This design comes from an exercise in tuning for small area, a short achievable clock period and few clock cycles on the open sky130 flow, not from production work.
Function was checked by simulation only, so behaviour that the tests miss may differ from the original.
Power figures rest on the tool's default switching activity, not on a simulated workload.

==> flow/design.v <==
module CHIP (	clk,
				rst_n,
				mem_read_D,
				mem_write_D,
				mem_addr_D,
				mem_wdata_D,
				mem_rdata_D,
				mem_ready_D,
				mem_read_I,
				mem_write_I,
				mem_addr_I,
				mem_wdata_I,
				mem_rdata_I,
				mem_ready_I,
				DCACHE_addr,
				DCACHE_wdata,
				DCACHE_wen,
				DCACHE_stall
			);
input			clk, rst_n;
output			mem_read_D;
output			mem_write_D;
output	[31:4]	mem_addr_D;
output	[127:0]	mem_wdata_D;
input	[127:0]	mem_rdata_D;
input			mem_ready_D;
output			mem_read_I;
output			mem_write_I;
output	[31:4]	mem_addr_I;
output	[127:0]	mem_wdata_I;
input	[127:0]	mem_rdata_I;
input			mem_ready_I;
output	[29:0]	DCACHE_addr;
output	[31:0]	DCACHE_wdata;
output			DCACHE_wen;
output			DCACHE_stall;
	RISCV_Pipeline i_RISCV(
		.clk         (clk),
		.rst_n       (rst_n),
		.mem_read_D  (mem_read_D),
		.mem_write_D (mem_write_D),
		.mem_addr_D  (mem_addr_D),
		.mem_wdata_D (mem_wdata_D),
		.mem_rdata_D (mem_rdata_D),
		.mem_ready_D (mem_ready_D),
		.mem_read_I  (mem_read_I),
		.mem_addr_I  (mem_addr_I),
		.mem_rdata_I (mem_rdata_I),
		.mem_ready_I (mem_ready_I),
		.DCACHE_addr (DCACHE_addr),
		.DCACHE_wdata(DCACHE_wdata),
		.DCACHE_wen  (DCACHE_wen),
		.DCACHE_stall(DCACHE_stall)
	);
	assign mem_write_I = 1'b0;
	assign mem_wdata_I = 128'd0;
endmodule
module Icache #(
    parameter SL = 2                   
) (
    input              clk,
    input              rst,
    input      [24:0]  pc_line,        
    input      [1:0]   pc_word,        
    input              no_req,         
    output             hit,            
    output     [27:0]  instr,          
    output reg         mem_read,
    output     [27:0]  mem_addr,
    input      [127:0] mem_rdata,
    input              mem_ready
);
localparam NS = 1 << SL;
localparam TW = 25 - SL;
reg [111:0]  d0 [0:NS-1];
reg [111:0]  d1 [0:NS-1];
reg [TW-1:0] t0 [0:NS-1];
reg [TW-1:0] t1 [0:NS-1];
reg [NS-1:0] v0, v1;
reg [NS-1:0] lru;                      
reg [3:0]    s0 [0:NS-1];              
reg [3:0]    s1 [0:NS-1];
function stopw(input [31:0] w);        
    reg [31:0] i;
    begin
        i = {w[7:0], w[15:8], w[23:16], w[31:24]};
        stopw = i[6] & ((~i[2] & i[31]) | (i[2] & ~i[3] & (i[11:7] == 5'd0)));
    end
endfunction
wire [3:0] mstop = {stopw(mem_rdata[127:96]), stopw(mem_rdata[95:64]),
                    stopw(mem_rdata[63:32]),  stopw(mem_rdata[31:0])};
function [27:0] pack(input [31:0] w);   
    reg [31:0] i;
    begin
        i = {w[7:0], w[15:8], w[23:16], w[31:24]};
        pack = {i[31:7], i[6], i[6] ? i[3:2] : i[5:4]};
    end
endfunction
wire [111:0] mpack = {pack(mem_rdata[127:96]), pack(mem_rdata[95:64]),
                      pack(mem_rdata[63:32]),  pack(mem_rdata[31:0])};
reg          busy;                     
reg [24:0]   rline;                    
assign mem_addr = {3'b000, rline};
wire [SL-1:0] set = pc_line[SL-1:0];
wire [TW-1:0] tag = pc_line[24:SL];
reg [NS-1:0] hs0, hs1;                 
reg [27:0]   wsel;                     
reg [3:0]    ssel;
integer q;
always @(*) begin
    wsel = 28'd0;
    ssel = 4'd0;
    for (q = 0; q < NS; q = q + 1) begin
        hs0[q] = v0[q] & (t0[q] == tag) & (set == q);
        hs1[q] = v1[q] & (t1[q] == tag) & (set == q);
        wsel = wsel | ({28{hs0[q]}} & d0[q][pc_word*28 +: 28]) | ({28{hs1[q]}} & d1[q][pc_word*28 +: 28]);
        ssel = ssel | ({4{hs0[q]}} & s0[q]) | ({4{hs1[q]}} & s1[q]);
    end
end
wire h0 = |hs0;
wire h1 = |hs1;
wire rmatch = (rline == pc_line);
wire arrive = busy & mem_ready & rmatch;
assign hit = h0 | h1 | arrive;
wire [27:0] wm = mpack[pc_word*28 +: 28];
assign instr = arrive ? wm : wsel;
wire [24:0]   nline = pc_line + 25'd1;
wire [SL-1:0] nset  = nline[SL-1:0];
wire [TW-1:0] ntag  = nline[24:SL];
wire npresent = (v0[nset] & (t0[nset] == ntag)) |
                (v1[nset] & (t1[nset] == ntag)) |
                ((busy | mem_read) & (rline == nline));
wire idle_next = busy ? mem_ready : ~mem_read;
wire inflight  = (busy | mem_read) & rmatch;
wire demand    = ~(h0 | h1) & ~inflight;
wire [3:0] lstop = arrive ? mstop : ssel;
wire [3:0] wmask = {1'b1, pc_word != 2'd3, pc_word[1] == 1'b0, pc_word == 2'd0};
wire prefetch  = hit & ~npresent & ~|(lstop & wmask);
wire issue     = idle_next & ~no_req & (demand | prefetch);
always @(posedge clk) begin
    if (rst) begin
        mem_read <= 1'b0;
        busy     <= 1'b0;
    end else begin
        mem_read <= issue;
        busy     <= mem_read | (busy & ~mem_ready);
    end
end
always @(posedge clk) begin
    if (idle_next) rline <= demand ? pc_line : nline;
end
wire          fill  = busy & mem_ready;
wire [SL-1:0] fset  = rline[SL-1:0];
wire          fway  = lru[fset];
genvar s;
generate
    for (s = 0; s < NS; s = s + 1) begin : g_set
        always @(posedge clk) begin
            if (fill && fset == s && !fway) begin
                d0[s] <= mpack;
                t0[s] <= rline[24:SL];
                s0[s] <= mstop;
            end
            if (fill && fset == s && fway) begin
                d1[s] <= mpack;
                t1[s] <= rline[24:SL];
                s1[s] <= mstop;
            end
        end
        always @(posedge clk) begin
            if (rst) begin
                v0[s]  <= 1'b0;
                v1[s]  <= 1'b0;
                lru[s] <= 1'b0;
            end else if (fill && fset == s) begin
                if (!fway) v0[s] <= 1'b1;
                else       v1[s] <= 1'b1;
                lru[s] <= ~fway;
            end else if (set == s && (h0 | h1)) begin
                lru[s] <= h0;
            end
        end
    end
endgenerate
endmodule
module Dcache (
    input              clk,
    input              rst,
    input      [31:0]  ex_base,        
    input      [31:0]  ex_off,
    input      [27:0]  ex_line,        
    input              ex_enter,       
    input              m_valid,
    input              m_load,
    input              m_store,
    input      [31:0]  m_addr,
    input      [31:0]  m_wdata,        
    output             m_stall,        
    output             m_stdone,       
    output             m_stwait,       
    output             m_sbhold,       
    input              m_xhold,        
    output             m_ltake,        
    output             lp_fill,        
    output     [31:0]  lp_data,        
    output     [31:0]  m_rdata,        
    output     [31:0]  m_rdline,       
    output             m_rdmem,        
    output reg         m_miss,         
    output reg         mem_read,
    output reg         mem_write,
    output reg [27:0]  mem_addr,
    output     [127:0] mem_wdata,
    input      [127:0] mem_rdata,
    input              mem_ready
);
function [31:0] bswap(input [31:0] v);
    bswap = {v[7:0], v[15:8], v[23:16], v[31:24]};
endfunction
reg [127:0]  d;
reg [27:0]   t;
reg          v, y;                     
reg          busy;                     
reg          rd;                       
reg          pend;                     
reg          lpv;                      
reg  [1:0]   lpw;                      
reg          sbv;                      
reg  [1:0]   sbw;
assign mem_wdata = d;
wire [31:0] ea = ex_base;
wire [31:0] eb = ex_off;
wire [4:0]  lo = {1'b0, ea[3:0]} + {1'b0, eb[3:0]};
wire [27:0] et  = m_miss ? m_addr[31:4] : ((sbv | lpv) ? mem_addr : t);
wire        ev  = m_miss | sbv | lpv | v;
wire [31:0] eg = ea & eb;
wire [31:0] ep = ea ^ eb;
wire [31:4] cin = {eg[30:4] | (ep[30:4] & ~et[26:0]), lo[4]};
wire ehit = ev & (&(ep[31:4] ^ et ^ ~cin));
wire [1:0] mword = m_addr[3:2];
wire   fill   = busy & rd & mem_ready;    
wire   fclean = fill & ~y;                 
wire   fdirty = fill & y;                  
wire   rdout  = mem_read | (busy & rd);    
wire   sbtake = m_valid & m_store & m_miss & rdout;
assign m_ltake = m_valid & m_load & m_miss & rdout & ~fill & ~m_xhold;
wire   mwait  = m_valid & (m_load | m_store) & m_miss & ~(fill & m_load) & ~sbtake & ~m_ltake;
assign m_stall = mwait | m_xhold;
assign lp_fill = lpv & fill;
assign lp_data = bswap(mem_rdata[lpw*32 +: 32]);
assign m_rdmem  = m_miss | pend;
assign m_rdline = bswap(d[mword*32 +: 32]);
assign m_rdata  = m_rdmem ? bswap(mem_rdata[mword*32 +: 32]) : m_rdline;
wire   st_hit = m_valid & m_store & ~m_miss;
assign m_stdone = m_valid & m_store & (~m_miss | sbtake);
assign m_stwait = m_miss & ~rdout;
assign m_sbhold = (sbv & ~fclean) | (lpv & ~fill) | (m_valid & (m_load | m_store) & m_miss & ~fill);
always @(posedge clk) begin
    if (rst) begin
        m_miss <= 1'b0;
    end else if (!m_stall) begin
        m_miss <= ex_enter & ~ehit;
    end else if (fill) begin
        m_miss <= 1'b0;
    end
end
wire idle_next = busy ? mem_ready : ~(mem_read | mem_write);
wire need_mem  = m_valid & (m_load | m_store) & m_miss & ~mem_read & ~(busy & rd);
wire need_ex   = ex_enter & ~ehit & ~m_stall;
wire do_read   = idle_next & ~fdirty & (need_mem | need_ex);
always @(posedge clk) begin
    if (fdirty)       mem_addr <= t;
    else if (do_read) mem_addr <= need_mem ? m_addr[31:4] : ex_line;
end
always @(posedge clk) begin
    if (rst) begin
        mem_read  <= 1'b0;
        mem_write <= 1'b0;
        busy      <= 1'b0;
        rd        <= 1'b0;
        pend      <= 1'b0;
        sbv       <= 1'b0;
        lpv       <= 1'b0;
    end else begin
        mem_read  <= do_read;
        mem_write <= fdirty;
        pend      <= fdirty;
        busy      <= mem_read | mem_write | (busy & ~mem_ready);
        if (mem_read)       rd <= 1'b1;
        else if (mem_ready) rd <= 1'b0;
        if (sbtake)              sbv <= 1'b1;
        else if (fclean | pend)  sbv <= 1'b0;
        if (m_ltake)             lpv <= 1'b1;
        else if (fill)           lpv <= 1'b0;
    end
end
always @(posedge clk) begin
    if (sbtake) sbw <= mword;
    if (m_ltake) lpw <= mword;
end
wire        lfill = fclean | pend;         
wire        wst   = sbv | m_stdone;
wire [1:0]  ww    = sbv ? sbw : mword;
wire [31:0] wd    = bswap(m_wdata);         
genvar k;
generate
    for (k = 0; k < 4; k = k + 1) begin : g_word
        wire [31:0] wbus = (lfill & ~(wst & ww == k)) ? mem_rdata[k*32 +: 32] : wd;
        always @(posedge clk) begin
            if (lfill | (st_hit & mword == k)) d[k*32 +: 32] <= wbus;
        end
    end
endgenerate
always @(posedge clk) begin
    if (fill) t <= mem_addr;
end
always @(posedge clk) begin
    if (rst) begin
        v <= 1'b0;
        y <= 1'b0;
    end else if (fill) begin
        v <= 1'b1;
        if (!y) y <= sbv | (m_valid & m_store);
    end else if (pend) begin
        y <= sbv | st_hit;
    end else if (st_hit) begin
        y <= 1'b1;
    end
end
endmodule
module RISCV_Pipeline (
    input          clk,
    input          rst_n,
    output         mem_read_D,
    output         mem_write_D,
    output [31:4]  mem_addr_D,
    output [127:0] mem_wdata_D,
    input  [127:0] mem_rdata_D,
    input          mem_ready_D,
    output         mem_read_I,
    output [31:4]  mem_addr_I,
    input  [127:0] mem_rdata_I,
    input          mem_ready_I,
    output [29:0]  DCACHE_addr,
    output [31:0]  DCACHE_wdata,
    output         DCACHE_wen,
    output         DCACHE_stall
);
function [31:0] bswap(input [31:0] v);
    bswap = {v[7:0], v[15:8], v[23:16], v[31:24]};
endfunction
wire rst = ~rst_n;
reg  [26:0] PC;
reg         ID_valid;
reg  [27:0] ID_instr;        
reg  [3:0]  ID_s1h, ID_s2h;   
reg  [7:0]  ID_s1l, ID_s2l;   
reg  [26:0] ID_PC;
reg         EX_valid;
reg  [31:0] EX_a, EX_b;        
reg  [31:0] EX_sd;             
reg  [26:0] EX_alt;           
reg  [4:0]  EX_rd;
reg         EX_we, EX_load, EX_store, EX_sub, EX_sra, EX_left;
reg         EX_radd, EX_rslt, EX_rxor, EX_ror, EX_rand, EX_rsh, EX_rlink;    
reg         EX_jalr, EX_branch, EX_bne, EX_pred;    
reg         MEM_valid;
reg  [31:0] MEM_res, MEM_b;
reg  [4:0]  MEM_rd;
reg         MEM_we, MEM_load, MEM_store;
reg  [31:0] rf [1:31];
wire        m_stall, m_miss, m_stdone, m_stwait, m_sbhold, m_ltake, lp_fill;
wire [31:0] lp_data;
reg  [4:0]  lp_rd;             
wire        wconf;
wire [31:0] m_rdata, m_rdline;
wire        m_rdmem;
wire        ex_redir;
wire [26:0] ex_tgt;
wire        id_redir;
wire [26:0] id_tgt;
wire        ld_stall;
wire        front_hold = m_stall | (EX_valid & (EX_load | EX_store) & m_sbhold);
wire        ic_hit;
wire [27:0] ic_instr;
Icache #(.SL(1)) I_cache (
    .clk      (clk),
    .rst      (rst),
    .pc_line  (PC[26:2]),
    .pc_word  (PC[1:0]),
    .no_req   (ex_redir | id_redir),
    .hit      (ic_hit),
    .instr    (ic_instr),
    .mem_read (mem_read_I),
    .mem_addr (mem_addr_I),
    .mem_rdata(mem_rdata_I),
    .mem_ready(mem_ready_I)
);
wire [26:0] next_PC = ex_redir ? ex_tgt :
                      id_redir ? id_tgt :
                      ic_hit   ? PC + 27'd1 : PC;
always @(posedge clk) begin
    if (rst)                        PC <= 27'd0;
    else if (!front_hold && !ld_stall) PC <= next_PC;
end
always @(posedge clk) begin
    if (rst) ID_valid <= 1'b0;
    else if (!front_hold && !ld_stall) ID_valid <= ic_hit & ~ex_redir & ~id_redir;
end
always @(posedge clk) begin
    if (!front_hold && !ld_stall) begin
        ID_instr <= ic_instr;
        ID_s1h   <= 4'd1 << ic_instr[15:14];
        ID_s1l   <= 8'd1 << ic_instr[13:11];
        ID_s2h   <= 4'd1 << ic_instr[20:19];
        ID_s2l   <= 8'd1 << ic_instr[18:16];
        ID_PC    <= PC;
    end
end
wire [31:0] ins = {ID_instr[27:3], 7'd0};
wire [2:0]  knd = ID_instr[2:0];
wire [4:0]  rs1 = ins[19:15];
wire [4:0]  rs2 = ins[24:20];
wire [4:0]  rd  = ins[11:7];
wire [2:0]  f3  = ins[14:12];
wire i_R    = ~knd[2] &  knd[1] &  knd[0];
wire i_I    = ~knd[2] & ~knd[1] &  knd[0];
wire i_L    = ~knd[2] & ~knd[1] & ~knd[0];
wire i_S    = ~knd[2] &  knd[1] & ~knd[0];
wire i_B    =  knd[2] & ~knd[0];
wire i_JAL  =  knd[2] &  knd[1] &  knd[0];
wire i_JALR =  knd[2] & ~knd[1] &  knd[0];
wire use1 = ~i_JAL;
wire use2 = i_R | i_S | i_B;
wire wr   = (i_R | i_I | i_L | i_JAL | i_JALR) & (rd != 5'd0);
wire [31:0] ex_res;
wire [31:0] mem_res = MEM_load ? m_rdata : MEM_res;
wire [31:0] mem_fwd = MEM_load ? m_rdline : MEM_res;
wire ex_fw1  = EX_valid  & EX_we  & (EX_rd  == rs1);
wire ex_fw2  = EX_valid  & EX_we  & (EX_rd  == rs2);
wire mem_fw1 = MEM_valid & MEM_we & (MEM_rd == rs1);
wire mem_fw2 = MEM_valid & MEM_we & (MEM_rd == rs2);
reg  [31:0] rf1, rf2;
integer q;
always @(*) begin
    rf1 = 32'd0;
    rf2 = 32'd0;
    for (q = 1; q < 32; q = q + 1) begin
        rf1 = rf1 | ({32{ID_s1h[q/8] & ID_s1l[q%8]}} & rf[q]);
        rf2 = rf2 | ({32{ID_s2h[q/8] & ID_s2l[q%8]}} & rf[q]);
    end
end
wire [31:0] op1 = ex_fw1 ? ex_res : mem_fw1 ? mem_fwd : rf1;
wire [31:0] op2 = ex_fw2 ? ex_res : mem_fw2 ? mem_fwd : rf2;
wire   lp_dep = (lp_rd != 5'd0) & ((use1 & (lp_rd == rs1)) | (use2 & (lp_rd == rs2)));
wire   ml_dep = MEM_valid & MEM_load & MEM_we & m_rdmem &
                ((use1 & (MEM_rd == rs1)) | (use2 & (MEM_rd == rs2)));
assign ld_stall = ID_valid & ~ex_redir & ((EX_valid & (EX_load | EX_rsh) & EX_we &
                  ((use1 & (EX_rd == rs1)) | (use2 & (EX_rd == rs2)))) | lp_dep | ml_dep);
wire [11:0] imm12 = i_S ? {ins[31:25], ins[11:7]} : ins[31:20];
wire [26:0] immJ  = {{9{ins[31]}}, ins[19:12], ins[20], ins[30:22]};      
wire [26:0] immB  = {{17{ins[31]}}, ins[7], ins[30:25], ins[11:9]};       
wire   ret      = i_JALR & (rs1 == 5'd1) & (ins[31:20] == 12'd0) & ~ex_fw1;
wire [31:0] x1v = mem_fw1 ? mem_fwd : rf[1];
wire [26:0] jtgt = ID_PC + (i_JAL ? immJ : immB);
assign id_tgt   = ret ? x1v[28:2] : jtgt;
wire   pred     = i_B & ins[31];               
assign id_redir = ID_valid & ~ld_stall & ~ex_redir & (i_JAL | pred | ret);
wire [26:0] id_pc1 = ID_PC + 27'd1;
wire id_adv = ID_valid & ~ld_stall & ~ex_redir;
always @(posedge clk) begin
    if (rst) EX_valid <= 1'b0;
    else if (!front_hold) EX_valid <= id_adv;
end
wire        sub_op = (i_R & (f3 == 3'b000) & ins[30]) | ((i_R | i_I) & (f3 == 3'b010));
wire [31:0] bsel   = (i_R | i_B) ? op2 : {{20{imm12[11]}}, imm12};
wire        arith  = i_R | i_I;
always @(posedge clk) begin
    if (!front_hold) begin
        EX_a      <= op1;
        EX_b      <= bsel;
        EX_sd     <= op2;
        EX_alt    <= (i_B & ~pred) ? jtgt : id_pc1;
        EX_rd     <= rd;
        EX_we     <= wr;
        EX_load   <= i_L;
        EX_store  <= i_S;
        EX_sub    <= sub_op;
        EX_sra    <= ins[30];
        EX_left   <= ~f3[2];
        EX_radd   <= ~(i_JAL | i_JALR) & ~(arith & (f3 != 3'b000));
        EX_rslt   <= arith & (f3 == 3'b010);
        EX_rxor   <= arith & (f3 == 3'b100);
        EX_ror    <= arith & (f3 == 3'b110);
        EX_rand   <= arith & (f3 == 3'b111);
        EX_rsh    <= arith & (f3[1:0] == 2'b01);
        EX_rlink  <= i_JAL | i_JALR;
        EX_jalr   <= i_JALR & ~ret;
        EX_branch <= i_B;
        EX_bne    <= f3[0];
        EX_pred   <= pred;
    end
end
function [31:0] ks_add(input [31:0] a, input [31:0] b, input cin);
    reg [31:0] g, p, gg, pp, gn, pn;
    integer i, d;
    begin
        g = a & (b ^ {32{cin}});
        p = a ^ b ^ {32{cin}};
        gg = g;
        pp = p;
        gg[0] = g[0] | (p[0] & cin);
        for (d = 1; d < 32; d = d * 2) begin
            gn = gg;
            pn = pp;
            for (i = d; i < 32; i = i + 1) begin
                gn[i] = gg[i] | (pp[i] & gg[i-d]);
                pn[i] = pp[i] & pp[i-d];
            end
            gg = gn;
            pp = pn;
        end
        ks_add = p ^ {gg[30:0], cin};
    end
endfunction
wire [31:0] sum = ks_add(EX_a, EX_b, EX_sub);
wire        slt = (EX_a[31] != EX_b[31]) ? EX_a[31] : sum[31];
wire [4:0]  shamt = EX_b[4:0];
wire        left  = EX_left;
reg  [31:0] shin;
integer j;
always @(*) for (j = 0; j < 32; j = j + 1) shin[j] = left ? EX_a[31-j] : EX_a[j];
wire        fillb = EX_sra & EX_a[31] & ~left;
wire [31:0] shr = $signed({fillb, shin}) >>> shamt;
reg  [31:0] shout;
always @(*) for (j = 0; j < 32; j = j + 1) shout[j] = left ? shr[31-j] : shr[j];
assign ex_res = ({32{EX_radd}}  & sum) |
                ({32{EX_rslt}}  & {31'd0, slt}) |
                ({32{EX_rxor}}  & (EX_a ^ EX_b)) |
                ({32{EX_ror}}   & (EX_a | EX_b)) |
                ({32{EX_rand}}  & (EX_a & EX_b)) |
                ({32{EX_rlink}} & {3'b000, EX_alt, 2'b00});
wire [31:0] ex_all = ex_res | ({32{EX_rsh}} & shout);
wire taken = (EX_a == EX_b) ^ EX_bne;
assign ex_redir = EX_valid & (EX_jalr | (EX_branch & (taken ^ EX_pred)));
assign ex_tgt   = EX_jalr ? sum[28:2] : EX_alt;
Dcache D_cache (
    .clk      (clk),
    .rst      (rst),
    .ex_base  (EX_a),
    .ex_off   (EX_b),
    .ex_line  (sum[31:4]),
    .ex_enter (EX_valid & (EX_load | EX_store) & ~front_hold),
    .m_valid  (MEM_valid),
    .m_load   (MEM_load),
    .m_store  (MEM_store),
    .m_addr   (MEM_res),
    .m_wdata  (MEM_b),
    .m_stall  (m_stall),
    .m_stdone (m_stdone),
    .m_stwait (m_stwait),
    .m_sbhold (m_sbhold),
    .m_xhold  (wconf),
    .m_ltake  (m_ltake),
    .lp_fill  (lp_fill),
    .lp_data  (lp_data),
    .m_rdata  (m_rdata),
    .m_rdline (m_rdline),
    .m_rdmem  (m_rdmem),
    .m_miss   (m_miss),
    .mem_read (mem_read_D),
    .mem_write(mem_write_D),
    .mem_addr (mem_addr_D),
    .mem_wdata(mem_wdata_D),
    .mem_rdata(mem_rdata_D),
    .mem_ready(mem_ready_D)
);
always @(posedge clk) begin
    if (rst) MEM_valid <= 1'b0;
    else if (!m_stall) MEM_valid <= EX_valid & ~front_hold;
end
always @(posedge clk) begin
    if (!m_stall) begin
        MEM_res   <= ex_all;
        MEM_rd    <= EX_rd;
        MEM_we    <= EX_we;
        MEM_load  <= EX_load;
        MEM_store <= EX_store;
    end
end
always @(posedge clk) begin
    if (EX_valid && EX_store && !front_hold) MEM_b <= EX_sd;
end
assign wconf = lp_fill & MEM_valid & MEM_we;
wire [31:0] wr_data = lp_fill ? lp_data : mem_res;
genvar r;
generate
    for (r = 1; r < 32; r = r + 1) begin : g_rf
        wire we_mem = MEM_valid & MEM_we & (MEM_rd == r);
        wire we_lp  = (lp_rd == r);
        always @(posedge clk) begin
            if (lp_fill ? we_lp : we_mem) rf[r] <= wr_data;
        end
    end
endgenerate
always @(posedge clk) begin
    if (rst)                     lp_rd <= 5'd0;
    else if (m_ltake)            lp_rd <= MEM_we ? MEM_rd : 5'd0;
    else if (lp_fill)            lp_rd <= 5'd0;
    else if (MEM_valid && MEM_we && MEM_rd == lp_rd)
                                 lp_rd <= 5'd0;    
end
assign DCACHE_addr  = MEM_res[31:2];
assign DCACHE_wdata = bswap(MEM_b);
assign DCACHE_wen   = MEM_valid & MEM_store;
assign DCACHE_stall = m_stwait;
endmodule
==> flow/flow/run.sh <==
#!/bin/bash
# Layout flow: the standard ORFS flow (standard.sh), with the standard
# synthesis unchanged, port buffers of buf_2 cells and a larger setup margin
# for ORFS's timing repair in the later steps. Each step's full output goes
# to its own log in this folder (and ORFS's per-step logs under orfs/logs).
set -uo pipefail
bash standard.sh synth > synth.log 2>&1 || exit 1
bash standard.sh SETUP_SLACK_MARGIN=7 "BUFFER_PORTS_ARGS=-buffer_cell sky130_fd_sc_hd__buf_2" finish > layout.log 2>&1 || exit 1
==> flow/standard.sh <==
#!/bin/bash
# synth_recipe.tcl (not shown) runs the flow's synth.tcl, then flattens the netlist and writes it again
# the make line also repeats each setting of config.mk as NAME=value (left out here)
make -C /OpenROAD-flow-scripts/flow DESIGN_CONFIG=/design/flow/config.mk WORK_HOME=/design/flow/orfs CLKGATE_MAP_FILE= SYNTH_SCRIPT=/design/flow/synth_recipe.tcl "${@:-finish}"
==> flow/config.mk <==
export PLATFORM = sky130hd
export DESIGN_NAME = CHIP
export DESIGN_NICKNAME = CHIP
export VERILOG_FILES = /design/flow/design.v
export SDC_FILE = /design/flow/constraint.sdc
export NUM_CORES = 8
export LEC_CHECK = 0
export CAP_MARGIN = 60
export CORE_MARGIN = 2
export CORE_UTILIZATION = 50
export CTS_CLUSTER_DIAMETER = 80
export CTS_CLUSTER_SIZE = 20
export SLEW_MARGIN = 60
export TNS_END_PERCENT = 20
==> flow/constraint.sdc <==
create_clock -name core_clock -period 11.0 [get_ports {clk}]
set_input_delay 2.2000 -clock core_clock [delete_from_list [all_inputs] [get_ports {clk}]]
set_output_delay 2.2000 -clock core_clock [all_outputs]
set_load 0.01 [all_outputs]
==> flow_summary.toml, run 1 <==
[outcome]
run_status = "no timing/DRC/antenna violations"

[finish]
area_delta_synth_final_pct = 13.9
fill_cells = 16915
layout-drive-gt1-share_pct = 24.5
seqCellArea_um2 = 63000
utilization_pct = 57.3
num-nets-final = 8737
multi_input_area_um2 = 41400

[power]
share_of_total_power_consumed_by_net_switching_pct = 21.5
pwr_density_cell_nw_per_um2 = 121
p_comb_share_pct = 1.8
power.switching_mw = 3.12
cell_internal_pwr_mw = 11.4
clockPowerShare_pct = 37.4
power_leakage_nw = 41.3
worst_ir_drop_vdd_mv = 0.189
seq_power_share_pct = 60.8

[clock_tree]
clock_tree.htree_level_count = 4
clkTransAtPathRegs_ns = 0.08
cts.root.buffer_cell = "sky130_fd_sc_hd__clkbuf_16"
tritoncts_num_sinks = 2113
cts_made_buffers = 138
clock_insertion_delay_worst_skew_ns = 0.88
clock_tree_from_tritoncts = "built"
clk_buf_depth = 3
ctsHoldBuffers = 0

[grt]
gr-usage-all-layers_pct = 43.1
grt_max_degree = 91
number_of_global_route_vias_before_repair = 77373
global_route_wire_length_before_repair_mm = 642
antenna_found_initial = 60
globalRouteOverflowTotal = 0

[sta]
holdWs_ns = 0.423
worst_pin_slew_ns = 0.690
final_max_slew_viol_count = 0
setup_slack_ns = 6.85
final_min_period_over_clock_period_pct = 37.8
slew-limit-headroom_pct = 53.7
report.final.setup_viol = 0
fmax_mhz = 241
finalHoldViolCount = 0
period_needed_ns = 4.15
fin_worst_skew_ns = 0.0495
rsz0062_at_grt = "yes"
sum_of_negative_setup_slack_ns = 0

[worst_hold_path]
min-delay-path-class = "flip-flop to flip-flop"

[critical_path]
type_of_element_launching_the_critical_path = "input pin"
cp_max_fo = 21
cp-end-kind = "flip-flop"
critPathRequiredTime_ns = 11.48
endpoint_arrival_time_on_the_critical_path_ns = 4.63
crit_type = "input pin to flip-flop"

[die]
floorplan.die_area_um2 = 215000
die_width_um = 463
number_of_placement_rows = 168
boundaryPins = 640
start_util_pct = 50.3
floorplan.core_area_um2 = 210000
die_y_extent_um = 463

[yosys]
ys_async_sr_fraction_pct = 0
ys_warn_count = 10
synth_top_area_cell = "sky130_fd_sc_hd__edfxtp_1"
post-synth-top-count-cell = "sky130_fd_sc_hd__edfxtp_1"
synth.yosys.seq_area_share_pct = 59.6
ys_ff_latch = 2113
netlist_top_cells_count = "sky130_fd_sc_hd__edfxtp_1 (2061), sky130_fd_sc_hd__nand2_1 (491), sky130_fd_sc_hd__clkbuf_1 (430), sky130_fd_sc_hd__o21ai_0 (409), sky130_fd_sc_hd__a221oi_1 (388)"
synthCells = 7870
yosys.cell_types.count = 100
netlist_top_cells_area = "sky130_fd_sc_hd__edfxtp_1 (59%), sky130_fd_sc_hd__mux4_2 (5.7%), sky130_fd_sc_hd__a221oi_1 (3.2%)"
average_cell_area_after_synthesis_um2 = 13.4
synth_edf_count = 2061
syn_area_um2 = 106000
ys.flop_type = "sky130_fd_sc_hd__edfxtp_1"
synthDominantCellAreaShare_pct = 58.6

[route]
route.final.wire_length_mm = 477
detailedRoute.firstIterationViolations = 17622
avgViaCountPerCell = 7.51
detailroute.via_count = 84482
post_detailed_route_drc_marker_count = 0
avgRoutedWirePerCell_um = 42.4
detail_route_antenna_nets = 0
detail_route.first_pass.iterations = 10

[placement]
buffer_ports.inserted = 499
dp_slack_ns = 5.81
routabilityCongestion = 1.02
detailed_place_hpwl_mm = 306

[flow_run]
max-cap-violations = 0
## sequential cells by signal, indices dropped and copies added (netlist names), 8 cells and up
signal	flops
i_RISCV.rf	992
i_RISCV.I_cache.d0	224
i_RISCV.MEM_b	32
i_RISCV.D_cache.d	128
i_RISCV.EX_alt	27
i_RISCV.I_cache.d1	224
i_RISCV.I_cache.rline	25
i_RISCV.ID_s2l	8
i_RISCV.I_cache.s0	8
i_RISCV.EX_sd	32
i_RISCV.D_cache.mem_addr	28
i_RISCV.EX_a	32
i_RISCV.ID_s1l	8
i_RISCV.I_cache.s1	8
i_RISCV.ID_instr	28
i_RISCV.I_cache.t0	48
i_RISCV.I_cache.t1	48
i_RISCV.MEM_res	32
i_RISCV.ID_PC	27
i_RISCV.D_cache.t	28
i_RISCV.PC	27
i_RISCV.EX_b	32
## path summary, 6_finish.rpt
kind | start | endpoint | slack, ns | cells after the start
hold / removal | i_RISCV.EX_sd[25]$_DFFE_PN_ | i_RISCV.MEM_b[25]$_DFFE_PP_ | 0.42 | 0
setup reg to reg | i_RISCV.EX_b[2]$_DFFE_PN_ | i_RISCV.EX_b[23]$_DFFE_PN_ | 6.93 | 14
hold reg to reg | i_RISCV.EX_sd[25]$_DFFE_PN_ | i_RISCV.MEM_b[25]$_DFFE_PP_ | 0.42 | 0
setup / recovery | mem_ready_D | i_RISCV.rf[7][3]$_DFFE_PP_ | 6.85 | 7
## metal layers
layer | part of all wire, % | track usage [%]
met5 | 0.11 | 0.178
met4 | 8.6 | 28.1
met3 | 16 | 17.0
met2 | 41 | 59.9
met1 | 34 | 55.7
## worst max-delay path, cell delays in order
cell and delay [ns]:
sky130_fd_sc_hd__buf_2 0.14, sky130_fd_sc_hd__nand3_4 0.18, sky130_fd_sc_hd__nor2_4 0.30, sky130_fd_sc_hd__buf_6 0.25, sky130_fd_sc_hd__nand4b_1 0.43, sky130_fd_sc_hd__o22ai_4 0.45
sky130_fd_sc_hd__buf_4 0.63
## cells in the final DEF (no fill, tap or decap), types with 179 or more instances in the layout
cell type / instances
sky130_fd_sc_hd__edfxtp_1: 2061
sky130_fd_sc_hd__nor2_1: 280
sky130_fd_sc_hd__mux4_2: 267
sky130_fd_sc_hd__nand2_1: 485
sky130_fd_sc_hd__a22o_1: 382
sky130_fd_sc_hd__a221oi_1: 386
sky130_fd_sc_hd__buf_2: 509
sky130_fd_sc_hd__a21oi_1: 200
sky130_fd_sc_hd__xnor2_1: 276
sky130_fd_sc_hd__a22oi_1: 247
sky130_fd_sc_hd__buf_4: 302
sky130_fd_sc_hd__mux2_2: 197
sky130_fd_sc_hd__nand4_1: 179
sky130_fd_sc_hd__o21ai_0: 328
## timing repair
item                                    in CTS  in global routing
gates resized for setup                     91                 86
pin swaps                                   19                 24
hold endpoints to repair                     0                  0
setup buffers                               48                 59
cloned                                       1                  6
endpoints found under the setup margin     377                235
## per-stage QoR
step,instances,instance area [um2],total power [mW]
floorplan,8001,106000,9.13
global placement,10805,111000,9.24
detailed placement,10888,114000,9.25
CTS,11140,119000,14.5
global route,11227,120000,14.8
finish,11250,120000,14.5
## logic make-up after synthesis
logic type / count (synthesis) / synth area share (%)
fa+ha+maj: 123 / 1.66
mux: 579 / 8.89
xor+xnor: 441 / 3.67
compound gates: 2130 / 14.8
other cells: 1 / 0.00355
buf+inv: 882 / 3.86
simple gates: 1601 / 7.51
flops: 2113 / 59.6
## power by group through the flow
stage	clock, mW	sequential (mW)	combinational, mW
6_report	5.43	8.81	0.265
5_1_grt	5.69	8.81	0.282
4_1_cts	5.42	8.81	0.261
3_5_place_dp	0	8.99	0.259
3_3_place_gp	0	8.99	0.251
2_1_floorplan	0	8.99	0.146
## area by class of cell
cell class                 instances  share of cell area, %
multi-input combinational       5006                   34.4
sequential                      2113                   52.4
clock inverter                    42                  0.437
antenna                           28                 0.0583
timing repair buffer             988                   6.34
clock buffer                     161                   3.05
tap                             2805                   2.92
inverter                         107                  0.385
Testbench counts, summed over its fixed seeds: cycles 360,345.
==> run 2: changes to the inputs <==
--- a/flow/design.v
+++ b/flow/design.v
@@ -201,7 +201,7 @@
     output             m_sbhold,       
     input              m_xhold,        
     output             m_ltake,        
-    output             lp_fill,        
+    output reg         lp_fill,        
     output     [31:0]  lp_data,        
     output     [31:0]  m_rdata,        
     output     [31:0]  m_rdline,       
@@ -246,7 +246,6 @@
 assign m_ltake = m_valid & m_load & m_miss & rdout & ~fill & ~m_xhold;
 wire   mwait  = m_valid & (m_load | m_store) & m_miss & ~(fill & m_load) & ~sbtake & ~m_ltake;
 assign m_stall = mwait | m_xhold;
-assign lp_fill = lpv & fill;
 assign lp_data = bswap(mem_rdata[lpw*32 +: 32]);
 assign m_rdmem  = m_miss | pend;
 assign m_rdline = bswap(d[mword*32 +: 32]);
@@ -281,6 +280,7 @@
         pend      <= 1'b0;
         sbv       <= 1'b0;
         lpv       <= 1'b0;
+        lp_fill   <= 1'b0;
     end else begin
         mem_read  <= do_read;
         mem_write <= fdirty;
@@ -290,6 +290,7 @@
         else if (mem_ready) rd <= 1'b0;
         if (sbtake)              sbv <= 1'b1;
         else if (fclean | pend)  sbv <= 1'b0;
+        lp_fill   <= lpv & fill;
         if (m_ltake)             lpv <= 1'b1;
         else if (fill)           lpv <= 1'b0;
     end
@@ -368,6 +369,7 @@
 reg  [31:0] MEM_res, MEM_b;
 reg  [4:0]  MEM_rd;
 reg         MEM_we, MEM_load, MEM_store;
+reg         MEM_st;            
 reg  [31:0] rf [1:31];
 wire        m_stall, m_miss, m_stdone, m_stwait, m_sbhold, m_ltake, lp_fill;
 wire [31:0] lp_data;
@@ -580,6 +582,10 @@
     else if (!m_stall) MEM_valid <= EX_valid & ~front_hold;
 end
 always @(posedge clk) begin
+    if (rst) MEM_st <= 1'b0;
+    else if (!m_stall) MEM_st <= EX_valid & ~front_hold & EX_store;
+end
+always @(posedge clk) begin
     if (!m_stall) begin
         MEM_res   <= ex_all;
         MEM_rd    <= EX_rd;
@@ -606,12 +612,12 @@
 always @(posedge clk) begin
     if (rst)                     lp_rd <= 5'd0;
     else if (m_ltake)            lp_rd <= MEM_we ? MEM_rd : 5'd0;
-    else if (lp_fill)            lp_rd <= 5'd0;
+    else if (lp_fill)            lp_rd <= 5'd0;    
     else if (MEM_valid && MEM_we && MEM_rd == lp_rd)
                                  lp_rd <= 5'd0;    
 end
 assign DCACHE_addr  = MEM_res[31:2];
 assign DCACHE_wdata = bswap(MEM_b);
-assign DCACHE_wen   = MEM_valid & MEM_store;
+assign DCACHE_wen   = MEM_st;
 assign DCACHE_stall = m_stwait;
 endmodule
==> run 2 against run 1 <==
  * First-iteration DRC count rose by 0.86%
  * Maximum frequency rose by 1.4%
  * Combinational power rose by 3%
  * Critical path depth fell by 5
  * Clock skew fell by 0.0053 ns
  * Synthesized cell count rose by 0.89%
  * Cell count barely moved
==> flow_summary.toml, run 2 <==
[sta]
sum_of_negative_setup_slack_ns = 0
worst_pin_slew_ns = 0.732
rsz0062_at_grt = "yes"
period_needed_ns = 4.10
final_max_slew_viol_count = 0
setup_slack_ns = 6.90
final_min_period_over_clock_period_pct = 37.2
fmax_mhz = 244
report.final.setup_viol = 0
fin_worst_skew_ns = 0.0443
finalHoldViolCount = 0
slew-limit-headroom_pct = 51.2

[finish]
num-nets-final = 8740
fill_cells = 16965
most-common-layout-cells = "sky130_fd_sc_hd__edfxtp_1 (2061), sky130_fd_sc_hd__buf_2 (502), sky130_fd_sc_hd__nand2_1 (477)"
multi_input_area_um2 = 41600
layout_top_registers = "i_RISCV.rf x992, i_RISCV.I_cache.d0 x224, i_RISCV.I_cache.d1 x224"
layout_commonest_cell = "sky130_fd_sc_hd__edfxtp_1"
stdcell_count = 11245
area_delta_synth_final_pct = 13.2
largest_reg_flops = 992
seqCellArea_um2 = 63000
top_register_by_number_of_flip_flops = "i_RISCV.rf"
layout-drive-gt1-share_pct = 23.7

[critical_path]
cp_max_fo = 3
worst_r2r_endpoint = "i_RISCV.EX_b[12]$_DFFE_PN_"
r2r_cells = 15
critPathCapture = "DCACHE_addr[6]"
cp-end-kind = "output port"
crit_type = "flip-flop to output port"
endpoint_arrival_time_on_the_critical_path_ns = 1.90
timing.rr.start = "i_RISCV.EX_a[1]$_DFFE_PN_"
worst_setup_path_startpoint = "i_RISCV.MEM_res[8]$_DFFE_PP_"
critPathRequiredTime_ns = 8.80
timing.reg2reg.setup_slack_ns = 6.96
type_of_element_launching_the_critical_path = "flip-flop"

[worst_hold_path]
min-delay-path-class = "flip-flop to flip-flop"
startpoint_of_the_worst_hold_path = "i_RISCV.EX_sd[25]$_DFFE_PN_"

[yosys]
netlist_top_cells_area = "sky130_fd_sc_hd__edfxtp_1 (58%), sky130_fd_sc_hd__mux4_2 (5.7%), sky130_fd_sc_hd__a221oi_1 (2.9%)"
ys.flop_type = "sky130_fd_sc_hd__edfxtp_1"
synth_xor_xnor_area_share_pct = 3.67
synth.area.mux_share_pct = 8.82
ys_async_sr_fraction_pct = 0
netlist_top_cells_count = "sky130_fd_sc_hd__edfxtp_1 (2061), sky130_fd_sc_hd__nand2_1 (483), sky130_fd_sc_hd__o21ai_0 (420), sky130_fd_sc_hd__clkbuf_1 (418), sky130_fd_sc_hd__a221oi_1 (348)"
ys_warn_count = 10
post-synth-top-count-cell = "sky130_fd_sc_hd__edfxtp_1"
synth_edf_count = 2061
synth.yosys.seq_area_share_pct = 59.4
syn_area_um2 = 106000
post_synth_and_or_nand_nor_area_fraction_pct = 7.76
synth-compound-area-share_pct = 14.7
synthDominantCellAreaShare_pct = 58.4
synthCells = 7940
synth_top_area_cell = "sky130_fd_sc_hd__edfxtp_1"
post_synthesis_adder_cell_area_fraction_pct = 1.65
ys_ff_latch = 2115
average_cell_area_after_synthesis_um2 = 13.3
yosys.cell_types.count = 111
synth_top_family_by_area = "compound AO/OA/AOI/OAI gates"

[die]
die_y_extent_um = 464
die_width_um = 464
floorplan.die_area_um2 = 216000
number_of_placement_rows = 168
floorplan.core_area_um2 = 210000
start_util_pct = 50.4
boundaryPins = 640

[clock_tree]
clock_tree.htree_level_count = 4
clkTransAtPathRegs_ns = 0.08
tritoncts_num_sinks = 2115
clock_insertion_delay_worst_skew_ns = 0.87
cts_made_buffers = 136
clk_buf_depth = 3
clock_tree_from_tritoncts = "built"
cts.root.buffer_cell = "sky130_fd_sc_hd__clkbuf_16"

[route]
post_detailed_route_drc_marker_count = 0
route.final.wire_length_mm = 469
detail_route.first_pass.iterations = 12
detailedRoute.firstIterationViolations = 17774
detail_route_antenna_nets = 0
avgViaCountPerCell = 7.49
detailroute.via_count = 84179
avgRoutedWirePerCell_um = 41.8

[power]
share_of_total_power_consumed_by_net_switching_pct = 21.3
pwr_density_cell_nw_per_um2 = 121
clockPowerShare_pct = 37.3
cell_internal_pwr_mw = 11.4
p_comb_share_pct = 1.9
power_leakage_nw = 40.4
power.switching_mw = 3.09
worst_ir_drop_vdd_mv = 0.169
seq_power_share_pct = 60.9

[placement]
buffer_ports.inserted = 499
post-place-cells = 10925
routabilityCongestion = 1.02
dp_slack_ns = 6.06
detailed_place_hpwl_mm = 294

[flow_run]
max-cap-violations = 0

[outcome]
run_status = "no timing/DRC/antenna violations"

[grt]
grt_max_degree = 84
antenna_found_initial = 55
gr-usage-all-layers_pct = 42.0
globalRouteOverflowTotal = 0
number_of_global_route_vias_before_repair = 77129
global_route_wire_length_before_repair_mm = 630
[run 2: final cells by class]
| type | count | share of cell area (%) |
|---|---|---|
| antenna | 21 | 0.0438 |
| clock buffer | 156 | 2.95 |
| clock inverter | 44 | 0.489 |
| inverter | 114 | 0.388 |
| multi-input combinational | 5062 | 34.7 |
| sequential | 2115 | 52.5 |
| tap | 2805 | 2.93 |
| timing repair buffer | 928 | 6.00 |
[run 2: worst max-delay path, stage by stage (launching register included)]
cell                       delay [ns]
sky130_fd_sc_hd__edfxtp_1        0.59
sky130_fd_sc_hd__buf_4           0.29
sky130_fd_sc_hd__buf_2           0.16
[run 2: metal layers]
metal	track usage, %	wire length [um]	part of all wire, %	up-vias
met5	0.758	833	0.18	-
met4	26.7	40100	8.5	52
met3	16.2	75100	16	2166
met2	58.4	191000	41	8135
met1	54.8	162000	35	41598
li1	-	-	-	32228
[run 2: cells by family (layout without fill, tap and decap cells)]
kind of cell    after synthesis  in the layout
compound gates             2148           2148
xor+xnor                    442            442
fa+ha+maj                   123            123
buf+inv                     894           1242
flops                      2115           2115
mux                         575            575
other cells                   1            153
simple gates               1642           1642
[run 2: worst min path at each step]
stage | endpoint | slack [ns] | cells past startpoint
after floorplan | i_RISCV.MEM_b[0]$_DFFE_PP_ | 0.40 | 0
after global placement | i_RISCV.MEM_b[29]$_DFFE_PP_ | 0.40 | 0
after detailed placement | i_RISCV.MEM_b[29]$_DFFE_PP_ | 0.40 | 0
after CTS | i_RISCV.MEM_b[29]$_DFFE_PP_ | 0.42 | 0
after global routing | i_RISCV.MEM_b[29]$_DFFE_PP_ | 0.43 | 0
final | i_RISCV.MEM_b[25]$_DFFE_PP_ | 0.43 | 0
[run 2: what timing repair did]
item,4_1_cts,5_1_grt
endpoints found under the setup margin,252,210
resized for setup,96,89
hold buffers,0,0
buffers inserted,43,36
pin swaps,21,41
cloned,2,5
[run 2: per-stage QoR]
step	hold slack (ns)	instance area [um2]	power (mW)	utilization [%]
floorplan	0.400	107000	9.14	-
global placement	0.404	112000	9.25	53.1
finish	0.426	120000	14.5	57.1
global route	0.432	120000	14.8	57.1
detailed placement	0.405	114000	9.26	54.0
CTS	0.425	119000	14.5	56.5
[run 2: power groups by stage]
stage	Combinational, mW	Clock, mW	Sequential [mW]
after floorplan	0.147	0	8.99
after global placement	0.255	0	9.00
after detailed placement	0.262	0	9.00
after CTS	0.264	5.39	8.82
after global routing	0.289	5.66	8.82
final	0.273	5.40	8.81
Testbench counts of run 2, summed over its fixed seeds: cycles 362,496.
==> run 3: changes to the inputs <==
--- a/flow/design.v
+++ b/flow/design.v
@@ -462,7 +462,7 @@
 wire [11:0] imm12 = i_S ? {ins[31:25], ins[11:7]} : ins[31:20];
 wire [26:0] immJ  = {{9{ins[31]}}, ins[19:12], ins[20], ins[30:22]};      
 wire [26:0] immB  = {{17{ins[31]}}, ins[7], ins[30:25], ins[11:9]};       
-wire   ret      = i_JALR & (rs1 == 5'd1) & (ins[31:20] == 12'd0) & ~ex_fw1;
+wire   ret      = i_JALR & ((rs1 == 5'd1) | mem_fw1) & (ins[31:20] == 12'd0) & ~ex_fw1;
 wire [31:0] x1v = mem_fw1 ? mem_fwd : rf[1];
 wire [26:0] jtgt = ID_PC + (i_JAL ? immJ : immB);
 assign id_tgt   = ret ? x1v[28:2] : jtgt;
==> run 3 against run 2 <==
  * Still clean on timing, DRC and antenna
  * Flip-flop and latch count stayed put
  * Synthesized cell count is 0.54% lower
  * Setup slack got worse by 0.013 ns
  * Global-route usage grew 0.65 points
  * Non-clock buffer count grew 47
  * Combinational power is essentially flat
  * Hold slack lost 0.0069 ns
  * Critical path depth increased by 10
  * Critical endpoint is now i_RISCV.EX_b[30]$_DFFE_PN_
==> flow_summary.toml, run 3 <==
[outcome]
run_status = "no timing/DRC/antenna violations"

[sta]
finalHoldViolCount = 0
fin_worst_skew_ns = 0.0533
rsz0062_at_grt = "yes"
fmax_mhz = 243
report.final.setup_viol = 0
holdWs_ns = 0.419
slew-limit-headroom_pct = 50.6
final_max_slew_viol_count = 0
worst_pin_slew_ns = 0.731
sum_of_negative_setup_slack_ns = 0
final_min_period_over_clock_period_pct = 37.4
period_needed_ns = 4.11

[yosys]
synth_top_area_cell = "sky130_fd_sc_hd__edfxtp_1"
synth_edf_count = 2061
average_cell_area_after_synthesis_um2 = 13.4
post-synth-top-count-cell = "sky130_fd_sc_hd__edfxtp_1"
netlist_top_cells_area = "sky130_fd_sc_hd__edfxtp_1 (59%), sky130_fd_sc_hd__mux4_2 (5.7%), sky130_fd_sc_hd__a221oi_1 (3.1%)"
synth.yosys.seq_area_share_pct = 59.6
ys.flop_type = "sky130_fd_sc_hd__edfxtp_1"
yosys.cell_types.count = 104
netlist_top_cells_count = "sky130_fd_sc_hd__edfxtp_1 (2061), sky130_fd_sc_hd__nand2_1 (501), sky130_fd_sc_hd__clkbuf_1 (442), sky130_fd_sc_hd__o21ai_0 (404), sky130_fd_sc_hd__a221oi_1 (378)"
ys_warn_count = 10
synthDominantCellAreaShare_pct = 58.6
ys_ff_latch = 2115
ys_async_sr_fraction_pct = 0
syn_area_um2 = 106000
synthCells = 7897

[critical_path]
crit_type = "flip-flop to flip-flop"
endpoint_arrival_time_on_the_critical_path_ns = 4.69
type_of_element_launching_the_critical_path = "flip-flop"
cp-end-kind = "flip-flop"
critPathRequiredTime_ns = 11.58
cp_max_fo = 22

[die]
floorplan.die_area_um2 = 215000
floorplan.core_area_um2 = 210000
start_util_pct = 50.3
number_of_placement_rows = 168
die_width_um = 464
boundaryPins = 640
die_y_extent_um = 464

[grt]
grt.met2_usage_pct = 59.3
grt_most_used_layer = "met2"
met3_usage_pct = 17.4
antenna_found_initial = 65
grt_max_degree = 80
global_route_wire_length_before_repair_mm = 639
number_of_global_route_vias_before_repair = 78182
grt_use_met1_pct = 54.2
globalRouteOverflowTotal = 0
gr-usage-all-layers_pct = 42.6

[clock_tree]
tritoncts_num_sinks = 2115
clock_insertion_delay_worst_skew_ns = 0.87
cts_made_buffers = 140
cts.root.buffer_cell = "sky130_fd_sc_hd__clkbuf_16"
clkTransAtPathRegs_ns = 0.08
clock_tree.htree_level_count = 4
clk_buf_depth = 3
clock_tree_from_tritoncts = "built"

[finish]
seqCellArea_um2 = 63000
layout_commonest_cell = "sky130_fd_sc_hd__edfxtp_1"
most-common-layout-cells = "sky130_fd_sc_hd__edfxtp_1 (2061), sky130_fd_sc_hd__buf_2 (514), sky130_fd_sc_hd__nand2_1 (493)"
final_design_area_no_fill_um2 = 121000
num-nets-final = 8765
largest_reg_flops = 992
top_register_by_number_of_flip_flops = "i_RISCV.rf"
utilization_pct = 57.5
area_delta_synth_final_pct = 14.3
multi_input_area_um2 = 41500
layout_top_registers = "i_RISCV.rf x992, i_RISCV.I_cache.d0 x224, i_RISCV.I_cache.d1 x224"
fill_cells = 16980
layout-drive-gt1-share_pct = 24.4

[power]
cell_internal_pwr_mw = 11.5
worst_ir_drop_vdd_mv = 0.192
power_leakage_nw = 36.7
share_of_total_power_consumed_by_net_switching_pct = 21.4
pwr_density_cell_nw_per_um2 = 121
clockPowerShare_pct = 37.9
power.switching_mw = 3.13
p_comb_share_pct = 1.8
seq_power_share_pct = 60.3

[route]
avgViaCountPerCell = 7.51
detail_route.first_pass.iterations = 15
route.final.wire_length_mm = 474
detailedRoute.firstIterationViolations = 17656
post_detailed_route_drc_marker_count = 0
avgRoutedWirePerCell_um = 42.0
detail_route_antenna_nets = 0
detailroute.via_count = 84721

[placement]
place_area_um2 = 114000
detailed_place_hpwl_mm = 302
routabilityCongestion = 1.03
buffer_ports.inserted = 499

[worst_hold_path]
min-delay-path-class = "flip-flop to flip-flop"

[flow_run]
max-cap-violations = 0
## run 3: cell types whose count changed after synthesis, sizes merged, moves of 22 or more
cell,delta
buf,-40
a22o,+36
a221oi,+30
and3,-25
clkbuf,+24
a211oi,-22
a32o,-22
o21ai,-22
## run 3: worst max-delay path: stages (launching register included)
cell	delay, ns
sky130_fd_sc_hd__edfxtp_1	0.53
sky130_fd_sc_hd__and2_2	0.47
sky130_fd_sc_hd__buf_4	0.45
sky130_fd_sc_hd__a22o_1	0.27
sky130_fd_sc_hd__a221oi_1	0.33
sky130_fd_sc_hd__nand4_1	0.16
sky130_fd_sc_hd__nor3_2	0.15
sky130_fd_sc_hd__buf_2	0.25
sky130_fd_sc_hd__nand2_1	0.09
sky130_fd_sc_hd__o211ai_1	0.23
sky130_fd_sc_hd__buf_2	0.28
sky130_fd_sc_hd__a21bo_2	0.24
sky130_fd_sc_hd__o41a_1	0.36
## run 3: metrics by stage
step | power [mW] | std cells | setup slack, ns
2_1_floorplan | 9.14 | 8028 | 4.93
3_3_place_gp | 9.25 | 10833 | 4.75
3_5_place_dp | 9.27 | 10918 | 5.83
4_1_cts | 14.6 | 11194 | 6.89
5_1_grt | 14.9 | 11266 | 6.84
6_report | 14.6 | 11288 | 6.89
## run 3: worst paths after layout
| check | startpoint | endpoint | slack [ns] | cells past startpoint |
|---|---|---|---|---|
| setup reg to reg | i_RISCV.ID_s2h[0]$_SDFFCE_PP0P_ | i_RISCV.EX_b[30]$_DFFE_PN_ | 6.89 | 12 |
| setup / recovery | i_RISCV.ID_s2h[0]$_SDFFCE_PP0P_ | i_RISCV.EX_b[30]$_DFFE_PN_ | 6.89 | 12 |
| hold / removal | i_RISCV.EX_sd[25]$_DFFE_PN_ | i_RISCV.MEM_b[25]$_DFFE_PP_ | 0.42 | 0 |
| hold reg to reg | i_RISCV.EX_sd[25]$_DFFE_PN_ | i_RISCV.MEM_b[25]$_DFFE_PP_ | 0.42 | 0 |
## run 3: layout make-up
cell class / count / share of cell area, %
Antenna cell: 32 / 0.0664
Clock buffer: 160 / 3.05
Clock inverter: 51 / 0.544
Inverter: 111 / 0.399
Multi-Input combinational cell: 5038 / 34.4
Sequential cell: 2115 / 52.2
Tap cell: 2805 / 2.91
Timing Repair Buffer: 975 / 6.38
Timing Repair inverter: 1 / 0.00726
## run 3: layer usage
| metal | part of all wire, % | up-vias |
|---|---|---|
| met3 | 16 | 2232 |
| met2 | 40 | 8327 |
| li1 | - | 32286 |
| met1 | 34 | 41802 |
| met5 | 0.15 | - |
| met4 | 9.4 | 74 |
## run 3: cell families after synthesis
family | count (synthesis) | synth area share (%)
simple gates | 1645 | 7.72
buf+inv | 875 | 3.81
xor+xnor | 438 | 3.64
fa+ha+maj | 123 | 1.66
flops | 2115 | 59.6
other cells | 1 | 0.00355
compound gates | 2135 | 14.8
mux | 565 | 8.75
## run 3: timing repair
item	in CTS	in global routing
cloned	4	5
hold buffers	0	0
pin swaps	27	18
endpoints found under the setup margin	279	189
setup buffers	61	43
gates resized for setup	139	53
hold endpoints to repair	0	0
## run 3: power by group through the flow
stage / logic [mW] / registers, mW / clock network [mW]
6_report: 0.270 / 8.82 / 5.54
5_1_grt: 0.287 / 8.82 / 5.80
4_1_cts: 0.264 / 8.82 / 5.54
3_5_place_dp: 0.262 / 9.00 / 0
3_3_place_gp: 0.253 / 9.00 / 0
2_1_floorplan: 0.148 / 8.99 / 0
Testbench counts of run 3, summed over its fixed seeds: cycles 361,684.
==> run 4: changes to the inputs <==
--- a/flow/design.v
+++ b/flow/design.v
@@ -367,6 +367,7 @@
 reg         EX_jalr, EX_branch, EX_bne, EX_pred;    
 reg         MEM_valid;
 reg  [31:0] MEM_res, MEM_b;
+reg  [29:0] MEM_sa;            
 reg  [4:0]  MEM_rd;
 reg         MEM_we, MEM_load, MEM_store;
 reg         MEM_st;            
@@ -595,7 +596,10 @@
     end
 end
 always @(posedge clk) begin
-    if (EX_valid && EX_store && !front_hold) MEM_b <= EX_sd;
+    if (EX_valid && EX_store && !front_hold) begin
+        MEM_b  <= EX_sd;
+        MEM_sa <= sum[31:2];
+    end
 end
 assign wconf = lp_fill & MEM_valid & MEM_we;
 wire [31:0] wr_data = lp_fill ? lp_data : mem_res;
@@ -616,7 +620,7 @@
     else if (MEM_valid && MEM_we && MEM_rd == lp_rd)
                                  lp_rd <= 5'd0;    
 end
-assign DCACHE_addr  = MEM_res[31:2];
+assign DCACHE_addr  = MEM_sa;
 assign DCACHE_wdata = bswap(MEM_b);
 assign DCACHE_wen   = MEM_st;
 assign DCACHE_stall = m_stwait;
==> run 4 against run 3 <==
  * Still clean
  * Core utilization about the same
  * Maximum frequency is 2.1% lower
  * Global-route usage up 0.76 points
  * Critical path type unchanged
  * Cell area increased by 1.2%
  * Clock power about the same
  * Critical path depth rose by 1
  * Largest power group unchanged
==> flow_summary.toml, run 4 <==
[grt]
number_of_global_route_vias_before_repair = 78911
grt.met2_usage_pct = 60.8
met3_usage_pct = 17.0
grt_max_degree = 77
gr-usage-all-layers_pct = 43.4
global_route_wire_length_before_repair_mm = 652
grt_use_met1_pct = 55.9
antenna_found_initial = 56
grt_most_used_layer = "met2"
globalRouteOverflowTotal = 0

[sta]
fin_worst_skew_ns = 0.0432
finalHoldViolCount = 0
fmax_mhz = 238
slew-limit-headroom_pct = 52.4
final_max_slew_viol_count = 0
rsz0062_at_grt = "yes"
report.final.setup_viol = 0
period_needed_ns = 4.20
setup_slack_ns = 6.80
worst_pin_slew_ns = 0.714
final_min_period_over_clock_period_pct = 38.1
sum_of_negative_setup_slack_ns = 0

[yosys]
synth_edf_count = 2091
synth.yosys.seq_area_share_pct = 59.9
ys_ff_latch = 2145
average_cell_area_after_synthesis_um2 = 13.3
synthDominantCellAreaShare_pct = 58.9
ys.flop_type = "sky130_fd_sc_hd__edfxtp_1"
ys_warn_count = 10
yosys.cell_types.count = 95
netlist_top_cells_count = "sky130_fd_sc_hd__edfxtp_1 (2091), sky130_fd_sc_hd__clkbuf_1 (485), sky130_fd_sc_hd__nand2_1 (465), sky130_fd_sc_hd__o21ai_0 (418), sky130_fd_sc_hd__a221oi_1 (384)"
synthCells = 7988
ys_async_sr_fraction_pct = 0
netlist_top_cells_area = "sky130_fd_sc_hd__edfxtp_1 (59%), sky130_fd_sc_hd__mux4_2 (5.7%), sky130_fd_sc_hd__a221oi_1 (3.2%)"
syn_area_um2 = 107000
post-synth-top-count-cell = "sky130_fd_sc_hd__edfxtp_1"
synth_top_area_cell = "sky130_fd_sc_hd__edfxtp_1"

[route]
avgRoutedWirePerCell_um = 42.3
post_detailed_route_drc_marker_count = 0
detailedRoute.firstIterationViolations = 17042
route.final.wire_length_mm = 484
detailroute.via_count = 85169
avgViaCountPerCell = 7.45
detail_route.first_pass.iterations = 33
detail_route_antenna_nets = 0

[clock_tree]
clock_tree_from_tritoncts = "built"
clock_insertion_delay_worst_skew_ns = 0.88
tritoncts_num_sinks = 2145
clkTransAtPathRegs_ns = 0.09
cts_made_buffers = 142
cts.root.buffer_cell = "sky130_fd_sc_hd__clkbuf_16"
ctsHoldBuffers = 0
clock_tree.htree_level_count = 4
clk_buf_depth = 3

[finish]
layout_commonest_cell = "sky130_fd_sc_hd__edfxtp_1"
multi_input_area_um2 = 41800
most-common-layout-cells = "sky130_fd_sc_hd__edfxtp_1 (2091), sky130_fd_sc_hd__buf_2 (517), sky130_fd_sc_hd__nand2_1 (458)"
area_delta_synth_final_pct = 14.5
top_register_by_number_of_flip_flops = "i_RISCV.rf"
largest_reg_flops = 992
final_design_area_no_fill_um2 = 122000
fill_cells = 16823
num-nets-final = 8875
seqCellArea_um2 = 63900
layout_top_registers = "i_RISCV.rf x992, i_RISCV.I_cache.d0 x224, i_RISCV.I_cache.d1 x224"
layout-drive-gt1-share_pct = 24.2

[placement]
place_area_um2 = 115000
routabilityCongestion = 1.02
detailed_place_hpwl_mm = 309
dp_slack_ns = 5.16
buffer_ports.inserted = 499

[die]
start_util_pct = 50.3
die_y_extent_um = 466
floorplan.die_area_um2 = 217000
die_width_um = 466
floorplan.core_area_um2 = 212000
boundaryPins = 640
number_of_placement_rows = 169

[critical_path]
timing.reg2reg.setup_slack_ns = 6.80
crit_type = "flip-flop to flip-flop"
type_of_element_launching_the_critical_path = "flip-flop"
cp_max_fo = 10
cp-end-kind = "flip-flop"
worst_r2r_endpoint = "i_RISCV.EX_b[13]$_DFFE_PN_"
critPathRequiredTime_ns = 11.76
r2r_cells = 13
timing.rr.start = "i_RISCV.EX_b[1]$_DFFE_PN_"
endpoint_arrival_time_on_the_critical_path_ns = 4.95

[power]
power.total_mw = 14.7
worst_ir_drop_vdd_mv = 0.212
pwr_density_cell_nw_per_um2 = 121
power_leakage_nw = 37.6

[outcome]
run_status = "no timing/DRC/antenna violations"

[worst_hold_path]
hold-path-endpoint = "i_RISCV.MEM_b[26]$_DFFE_PP_"
startpoint_of_the_worst_hold_path = "i_RISCV.EX_sd[26]$_DFFE_PN_"
timing.hold.worst_path_depth = 0
min-delay-path-class = "flip-flop to flip-flop"

[flow_run]
max-cap-violations = 0
-- run 4: cell types whose count changed after synthesis, sizes merged, moves of 12 or more --
cell,previous run,this run
o2bb2ai,2,30
xnor2,283,252
edfxtp,2061,2091
xor2,155,175
buf,320,269
mux2i,109,121
nand2,503,466
nor2,306,332
inv,107,134
a22oi,256,240
a22o,373,352
clkbuf,444,485
-- run 4: critical path, cell delays in order (launching register included) --
cell	delay (ns)
sky130_fd_sc_hd__edfxtp_1	0.38
sky130_fd_sc_hd__buf_4	0.20
sky130_fd_sc_hd__clkinv_1	0.14
sky130_fd_sc_hd__ha_4	0.36
sky130_fd_sc_hd__a32o_1	0.17
sky130_fd_sc_hd__a22oi_1	0.09
sky130_fd_sc_hd__o221a_1	0.29
sky130_fd_sc_hd__or4_4	0.55
sky130_fd_sc_hd__a21oi_2	0.27
sky130_fd_sc_hd__nor2_1	0.15
sky130_fd_sc_hd__xnor2_2	0.54
sky130_fd_sc_hd__a21oi_2	0.26
sky130_fd_sc_hd__o21ai_0	0.49
sky130_fd_sc_hd__o21a_1	0.20
-- run 4: cells by family after synthesis --
kind of cell / count (synthesis) / share of synthesized area (%)
AO/OA/AOI/OAI: 2149 / 14.7
flip-flops: 2145 / 59.9
AND/OR/NAND/NOR: 1671 / 7.79
buffers and inverters: 894 / 3.68
multiplexers: 578 / 8.79
XOR/XNOR: 427 / 3.51
adder cells (fa/ha/maj): 123 / 1.64
other: 1 / 0.00352
-- run 4: per-layer routing --
metal	wire length, um	part of all wire [%]
met5	324	0.067
met4	43100	8.9
met3	77800	16
met2	196000	41
met1	166000	34
-- run 4: repair_timing --
| item | CTS | global route |
|---|---|---|
| endpoints found under the setup margin | 300 | 152 |
| gates cloned | 9 | 3 |
| gates resized for setup | 146 | 59 |
| buffers inserted | 66 | 37 |
| pin swaps | 20 | 21 |
-- run 4: stage by stage --
stage / hold WS [ns] / std cells / util [%]
2_1_floorplan: 0.400 / 8119 / -
3_3_place_gp: 0.405 / 10958 / 53.2
3_5_place_dp: 0.405 / 11041 / 54.3
4_1_cts: 0.426 / 11329 / 57.0
5_1_grt: 0.431 / 11390 / 57.5
6_report: 0.424 / 11429 / 57.5
-- run 4: worst max-delay path by stage --
stage                                    start                          end  cells past startpoint
2_1_floorplan                      mem_ready_D   i_RISCV.MEM_b[0]$_DFFE_PP_                      5
3_3_place_gp         i_RISCV.EX_b[4]$_DFFE_PN_  i_RISCV.PC[22]$_SDFFE_PN0P_                     16
3_5_place_dp         i_RISCV.EX_b[4]$_DFFE_PN_  i_RISCV.PC[22]$_SDFFE_PN0P_                     16
4_1_cts        i_RISCV.D_cache.pend$_SDFF_PN0_                  mem_write_D                      2
5_1_grt              i_RISCV.EX_b[2]$_DFFE_PN_   i_RISCV.EX_b[11]$_DFFE_PN_                     14
6_report             i_RISCV.EX_b[1]$_DFFE_PN_   i_RISCV.EX_b[13]$_DFFE_PN_                     13
-- run 4: power breakdown --
group	switching (mW)	total, mW	internal [mW]	leakage [nW]
clock network	3.01	5.53	2.52	2.11
logic	0.172	0.272	0.100	19.0
registers	0.0394	8.94	8.90	16.5
-- run 4: cell type report --
class	count	area share, %
inverter	140	0.466
tap	2821	2.89
clock buffer	162	3.08
antenna	47	0.0964
clock inverter	51	0.483
multi-input combinational	5081	34.2
timing repair buffer	982	6.38
sequential	2145	52.4
Testbench counts of run 4, summed over its fixed seeds: cycles 361,684.

-- port drivers added, routing unchanged --
Ports are ideal in the flow. The routed layouts listed here were re-timed in OpenROAD.
Step 1 assumes that a clkbuf_16 drives the clock port and a buf_2 every other input.
Step 2, shift: input delay + t, output delay - t, t = (earliest + latest rising clock arrival at the registers) / 2. This alone moves slack from input paths to output paths.
a / b / c = ideal ports / drivers / drivers and shift; a / b = the first two.
run | t (ns) | setup WS [ns] | worst hold slack (ns) | worst slew at a driven data input, ns
run 1 | 0.950 | 6.847 / 6.799 / 5.961 | 0.423 / 0.423 / 0.423 | 0.18
run 2 | 0.940 | 6.905 / 6.808 / 6.328 | 0.426 / 0.426 / 0.426 | 0.17
run 3 | 0.949 | 6.891 / 6.799 / 6.179 | 0.419 / 0.419 / 0.419 | 0.15
run 4 | 0.951 | 6.804 / 6.804 / 6.563 | 0.424 / 0.424 / 0.424 | 0.21
After both steps setup and hold are still met in every run listed. The setup slack of run 1, which loses most, moves by -0.048 ns with the drivers and by -0.886 ns with both steps.
